Context: an optimization exercise on an open-source flow, tuned for small area, a short achievable clock period and few clock cycles. The choices shown serve that exercise and are no tape-out recipe. RTL that was checked went through simulation tests only; none was proved equivalent to the original. Power is estimated from default activity; no workload was simulated.

Setup of build 48:
==> flow/design.v (excerpt) <==
module is_prime
#(
    parameter WIDTH = 32
) (
    input clk,
    input rst_n,
    input valid_i,
    output ready_i,
    input [WIDTH-1:0] number,
    output reg result,
    output valid_o,
    input ready_o
);
make LEC_CHECK=0 ABC_CLOCK_PERIOD_IN_PS=3000 CAP_MARGIN=20 CORE_MARGIN=2 CORE_UTILIZATION=40 CTS_BUF_LIST=sky130_fd_sc_hd__clkbuf_8 CTS_CLUSTER_DIAMETER=60 CTS_CLUSTER_SIZE=16 SETUP_SLACK_MARGIN=2.0 SLEW_MARGIN=20 finish   # period 5.0 ns
run.sh (not shown) runs the stock make flow with config.mk's settings and CLKGATE_MAP_FILE= SYNTH_SCRIPT=/design/flow/synth_recipe.tcl, a recipe that flattens the netlist after the stock synthesis.
Testbench counts of build 48, summed over its fixed seeds: cycles 28,683.
Input changes introduced in build 90 (baseline for comparison: build 48):
-- flow/config.mk --
<<< build 48, line 13
export CTS_CLUSTER_DIAMETER = 60
export CTS_CLUSTER_SIZE = 16
export SETUP_SLACK_MARGIN = 2.0
export SLEW_MARGIN = 20
>>> build 90, line 13
export CTS_CLUSTER_DIAMETER = 60
export CTS_CLUSTER_SIZE = 16
export SETUP_SLACK_MARGIN = 1.5
export SLEW_MARGIN = 20
[summary]
- For build 48, the start point of the critical path was f_ax$_DFF_P_, unlike build 90, where it was f_dbl$_DFF_P_.
- Compared with build 48, build 90 ends up with less cell area.
- Build 48 and build 90 ended up with roughly the same multi-input combinational cell count.
- Re register-to-register slack: build 90 is 0.08 ns down on build 48.
- Diff build 48 -> build 90 | switching power | decrease of 6.4%
- Run comparison: build 48 cell with the biggest individual delay on the critical path sky130_fd_sc_hd__a221o_2; build 90 cell with the biggest individual delay on the critical path sky130_fd_sc_hd__dfxtp_4
- Build 90 vs. build 48: proportion of power drawn by combinational gates lower; total power lower; required time of the critical path lower.
What build 16 does differently from build 90 at the input level:
==> flow/config.mk <==
export PLATFORM = sky130hd
export DESIGN_NAME = is_prime
export DESIGN_NICKNAME = is_prime
export VERILOG_FILES = /design/flow/design.v
export SDC_FILE = /design/flow/constraint.sdc
export NUM_CORES = 4
export LEC_CHECK = 0
export ABC_CLOCK_PERIOD_IN_PS = 3000
export CAP_MARGIN = 0
export CORE_MARGIN = 2
export CORE_UTILIZATION = 40
export CTS_BUF_LIST = sky130_fd_sc_hd__clkbuf_8
export CTS_CLUSTER_DIAMETER = 60
export CTS_CLUSTER_SIZE = 16
export SETUP_SLACK_MARGIN = 1.7
export SLEW_MARGIN = 0
- In summary, build 16 completed successfully, with a layout that passed the timing, design-rule and antenna checks.
- Diff build 90 -> build 16 | count of instances resized after the clock tree is built | increase of 27
- Re instance area at placement: build 16 is about 0.33% up on build 90.
- Taking build 90 as the reference point, the cell-internal power of build 16 rises by 3.1%.
- Highest-delay cell along the critical path = sky130_fd_sc_hd__edfxtp_1: build 16; highest-delay cell along the critical path = sky130_fd_sc_hd__dfxtp_4: build 90
- Layout buffering overhead excluding clock cells for build 16: 1.6 points up relative to build 90
- Build 16 — via count of the first global-routing pass 94 higher, build 90 as reference
- The higher portion of the clock cycle consumed by the worst path in the final layout came out of build 90.
- NOTE: layout overhead on the synthesized area in build 16 exceeds that of build 90

Q:
is_prime, a different RTL version from the one above (not shown whole).
Size: ~1600 cells after synthesis, ~39 I/O pins.
==> flow/config.mk <==
export PLATFORM = sky130hd
export DESIGN_NAME = is_prime
export DESIGN_NICKNAME = is_prime
export VERILOG_FILES = /design/flow/design.v
export SDC_FILE = /design/flow/constraint.sdc
export NUM_CORES = 4
export LEC_CHECK = 0
export ABC_CLOCK_PERIOD_IN_PS = 3000
export CAP_MARGIN = 20
export CORE_MARGIN = 2
export CORE_UTILIZATION = 40
export SETUP_SLACK_MARGIN = 1.7
export SLEW_MARGIN = 20
==> flow/constraint.sdc <==
create_clock -name core_clock -period 5.0 [get_ports {clk}]
set_input_delay 1.0000 -clock core_clock [delete_from_list [all_inputs] [get_ports {clk}]]
set_output_delay 1.0000 -clock core_clock [all_outputs]
set_load 0.01 [all_outputs]
What T does differently from Q at the input level:
Settings: a change of SETUP_SLACK_MARGIN from 1.7 to 1.3.
==> comparison <==
The lower met3 usage came out of T.
There was hardly any difference in overall routing resource usage between Q and T.
Compared with Q, in T worst-case reg-to-reg path depth decreased 1, tightest hold margin held, sum of internal, switching and leakage power lost 0.96%.
Core utilization, T and Q: lower on T
[compare] base=Q new=T: worst-case clock skew shows a reduction of 0.010 ns, met2 global-route usage shows an increase of 0.22 points, sequential share of cell area shows an increase of 0.51 points, final design instance area without fill shows a reduction of 320 µm².
T ran to completion and came out clean on the timing, design-rule and antenna checks.
[T] ratio of total power to cell area rose about 0.7% relative to Q
No functional check of the RTL was part of any run of this note.

Another version of the RTL of is_prime (not shown whole).
Size: roughly 1700 cells after synthesis, about 250 flip-flops, roughly 39 I/O pins.
==> flow/config.mk <==
export PLATFORM = sky130hd
export DESIGN_NAME = is_prime
export DESIGN_NICKNAME = is_prime
export VERILOG_FILES = /design/flow/design.v
export SDC_FILE = /design/flow/constraint.sdc
export NUM_CORES = 4
export LEC_CHECK = 0
export ABC_CLOCK_PERIOD_IN_PS = 3000
export CAP_MARGIN = 20
export CORE_MARGIN = 2
export CORE_UTILIZATION = 40
export CTS_BUF_LIST = sky130_fd_sc_hd__clkbuf_8
export CTS_CLUSTER_DIAMETER = 60
export CTS_CLUSTER_SIZE = 16
export SETUP_SLACK_MARGIN = 1.3
export SLEW_MARGIN = 20
==> flow/constraint.sdc <==
create_clock -name core_clock -period 5.0 [get_ports {clk}]
set_input_delay 1.0000 -clock core_clock [delete_from_list [all_inputs] [get_ports {clk}]]
set_output_delay 1.0000 -clock core_clock [all_outputs]
set_load 0.01 [all_outputs]
Rerun with:
Settings changed: CTS_BUF_LIST sky130_fd_sc_hd__clkbuf_8 to unset, CTS_CLUSTER_DIAMETER 60 to unset, CTS_CLUSTER_SIZE 16 to unset, SETUP_SLACK_MARGIN 1.3 to 1.0.
Outcome: The new run passed the timing, design-rule and antenna checks; clock power grows by 41%; cell count is about the same; die area does not change; power rises by 7.0%.
No run of this note included a check of the RTL's function; only the layout flow was run.

-- what the ideal ports hide --
No port has a modelled driver above. Below, the same layouts with a new extraction and two added sets of constraints.
Step 1 sets driving cells, clkbuf_16 on the clock port and buf_2 on the other inputs (assumed; they add their load-dependent delay and slew).
Step 2 times the ports against the registers' clock, not the clock port: input delays grow and output delays shrink by t, the midpoint of the rising clock arrivals with the driver on.
Slacks: ideal / step 1 / step 2; pairs: ideal / step 1.
run | t (ns) | setup WS [ns] | clock arrival spread, ns | cell pins on the clock port's net
build 48 | 0.697 | 1.693 / 1.693 / 1.465 | 0.067 / 0.066 | 1
build 90 | 0.702 | 1.613 / 1.613 / 1.196 | 0.043 / 0.043 | 1
build 16 | 0.691 | 1.710 / 1.710 / 1.377 | 0.042 / 0.042 | 1
Q | 0.635 | 1.384 / 1.384 / 1.238 | 0.022 / 0.021 | 1
T | 0.621 | 1.353 / 1.353 / 1.353 | 0.015 / 0.014 | 1
the first run of note 3 | 0.678 | 1.459 / 1.459 / 1.044 | 0.030 / 0.029 | 1
the second run of note 3 | 0.627 | 1.239 / 1.239 / 0.986 | 0.021 / 0.021 | 1
After both steps every run listed still meets setup and hold. The setup slack of build 90, which loses most, moves by 0.000 ns with the drivers and by -0.417 ns with both steps.
